Context: an optimization exercise on an open-source flow, tuned for small area. The choices shown serve that exercise and are no tape-out recipe.
Only simulation tests tie the RTL to the original design; equivalence was not proved.

## synapse
module synapse #(
    parameter DW = 16, T_DW = 4
)(
    input wire clk,
    input wire rst,
    input wire en,
    input wire [DW - 1 : 0] weights_w,
    input wire write_enable,
    output reg [DW - 1 : 0] weights_r,
    input wire read_enable,
    input wire [7:0] pre_spiking,
    output reg signed [DW - 1 : 0] spking_value,
    output reg post_en,
    input wire update_en,
    input wire signed [DW - 1 : 0] learning_rate
    );
Size in the first run: about 180 flip-flops, about 79 I/O pins.
clock: 14.0 ns
lec_check: 0
cap_margin: 20
core_margin: 2
core_utilization: 80
slew_margin: 20
synth_hierarchical: 1
synth_minimum_keep_size: 0
standard.sh (not shown) runs the stock make flow with config.mk's settings and CLKGATE_MAP_FILE= SYNTH_SCRIPT=/design/flow/synth_recipe.tcl, a recipe that flattens the netlist after the stock synthesis.
==> flow/flow/run.sh <==
#!/bin/bash
# The standard layout, with the port buffers made from the smallest
# buffer cell instead of the default one.
set -euo pipefail
bash standard.sh "BUFFER_PORTS_ARGS=-buffer_cell sky130_fd_sc_hd__buf_1" finish > standard.log 2>&1
Edit:
Settings changed: CORE_UTILIZATION 80 to 65.
Result: Sequential share of layout area decreases by 0.14 points; worst setup slack improved by 0.18 ns; final area climbs by about 0.7%; count of clock-buffer cells in the layout is unchanged; hold slack got worse by 0.022 ns; register-to-register slack improves by 0.18 ns; global-route usage came out lower by 11 points; wire length shrinks by about 7.5%.
Edit:
Settings changed: CTS_CLUSTER_DIAMETER from default to 150, CTS_CLUSTER_SIZE from default to 40, GPL_TIMING_DRIVEN from default to 0.
Effect: Setup slack loses 0.025 ns; core utilization went up by 1.1 points; sequential share of layout area decreases by 0.28 points; routed wire length is higher by 17%; via count came out higher by 5.7%; worst hold slack hardly moves; global-route usage goes up by 5.2 points; maximum frequency barely changes; synthesized cell count stays the same.


Another version of the RTL of synapse (not shown whole).
Size in the first run: ~1,700 cells after synthesis, roughly 180 flip-flops, ~0.018 mm² of cells after synthesis.
// synapse
module synapse #(
    parameter DW = 16, T_DW = 4
)(
    input wire clk,
    input wire rst,
    input wire en,
    input wire [DW - 1 : 0] weights_w,
    input wire write_enable,
    output reg [DW - 1 : 0] weights_r,
    input wire read_enable,
    input wire [7:0] pre_spiking,
    output reg signed [DW - 1 : 0] spking_value,
    output reg post_en,
    input wire update_en,
    input wire signed [DW - 1 : 0] learning_rate
    );
clock: 14.0 ns
lec_check: 0
cap_margin: 20
core_margin: 2
core_utilization: 75
slew_margin: 20
synth_hierarchical: 1
synth_minimum_keep_size: 0
Scripts as last shown in full above: flow/flow/run.sh
Next try:
CORE_UTILIZATION = 65   (was 75)
Result: Area after synthesis does not change; first-iteration DRC count is lower by 18%; worst setup slack gains 0.13 ns; synthesized cell count stays the same; die area came out higher by 15%; critical path depth is unchanged; clock-buffer cell count does not change; sequential share of layout area is about the same; utilization shrinks by 10 points.
Next try:
CAP_MARGIN = 0   (was 20)
SLEW_MARGIN = 0   (was 20)
The new run produced a clean layout; register-to-register slack stays flat; cell area is about the same; maximum frequency hardly moves; count of clock-buffer cells in the layout is unchanged; worst setup slack gets worse by 0.0054 ns; utilization is about the same; routed wire length hardly moves; global-route usage is unchanged.


job 101:
synapse, a different RTL version from the one above (not shown whole).
Size: about 1700 cells after synthesis, about 180 flip-flops, about 79 I/O pins, ~0.018 mm2 of cells after synthesis.
// synapse
module synapse #(
    parameter DW = 16, T_DW = 4
)(
    input wire clk,
    input wire rst,
    input wire en,
    input wire [DW - 1 : 0] weights_w,
    input wire write_enable,
    output reg [DW - 1 : 0] weights_r,
    input wire read_enable,
    input wire [7:0] pre_spiking,
    output reg signed [DW - 1 : 0] spking_value,
    output reg post_en,
    input wire update_en,
    input wire signed [DW - 1 : 0] learning_rate
    );
clock: 14.0 ns
lec_check: 0
cap_margin: 20
core_margin: 2
core_utilization: 65
slew_margin: 20
synth_hierarchical: 1
synth_minimum_keep_size: 0
Scripts as last shown in full above: flow/flow/run.sh
Input-level comparison between job 102 and job 101:
Settings: CORE_UTILIZATION: 65 -> 75.
==> run notes <==
- Job 101 -> job 102: clock buffer count flat
- Diff job 101 -> job 102: final sum of negative setup slack level.
- Global-route usage sits higher in job 102 than in job 101.

==> separate check: timing with driven ports <==
The flow's constraints put no driver on any port. The routed layouts listed below were extracted and timed again, unchanged, in two steps. Step 1, drivers: a clkbuf_16 drives clk and a buf_2 each remaining input, both assumed. Step 2 moves the port delays by t, midway between the first and last clock arrival at a register: inputs arrive t later, outputs are due t later. That takes back most of the time a late clock gives input paths. a / b / c = ideal / step 1 / step 2; a / b = the first two.
run	shift t [ns]	setup slack, ns	hold slack, ns	latest minus earliest clock arrival (ns)	worst slew at a driven data input, ns
the first run of note 1	0.500	0.190 / 0.190 / 0.190	0.485 / 0.485 / 0.485	0.020 / 0.020	0.04
the second run of note 1	0.514	0.372 / 0.372 / 0.372	0.463 / 0.463 / 0.463	0.018 / 0.018	0.04
the third run of note 1	0.504	0.347 / 0.347 / 0.347	0.462 / 0.462 / 0.462	0.019 / 0.020	0.06
the first run of note 2	0.498	0.387 / 0.387 / 0.387	0.476 / 0.476 / 0.476	0.014 / 0.014	0.05
the second run of note 2	0.510	0.514 / 0.514 / 0.514	0.474 / 0.474 / 0.474	0.013 / 0.013	0.07
the third run of note 2	0.514	0.509 / 0.509 / 0.509	0.474 / 0.474 / 0.474	0.014 / 0.013	0.07
job 101	0.496	0.508 / 0.508 / 0.508	0.480 / 0.480 / 0.480	0.010 / 0.010	0.05
job 102	0.481	0.383 / 0.383 / 0.383	0.490 / 0.490 / 0.490	0.014 / 0.014	0.05
After both steps setup and hold are still met in every run listed.
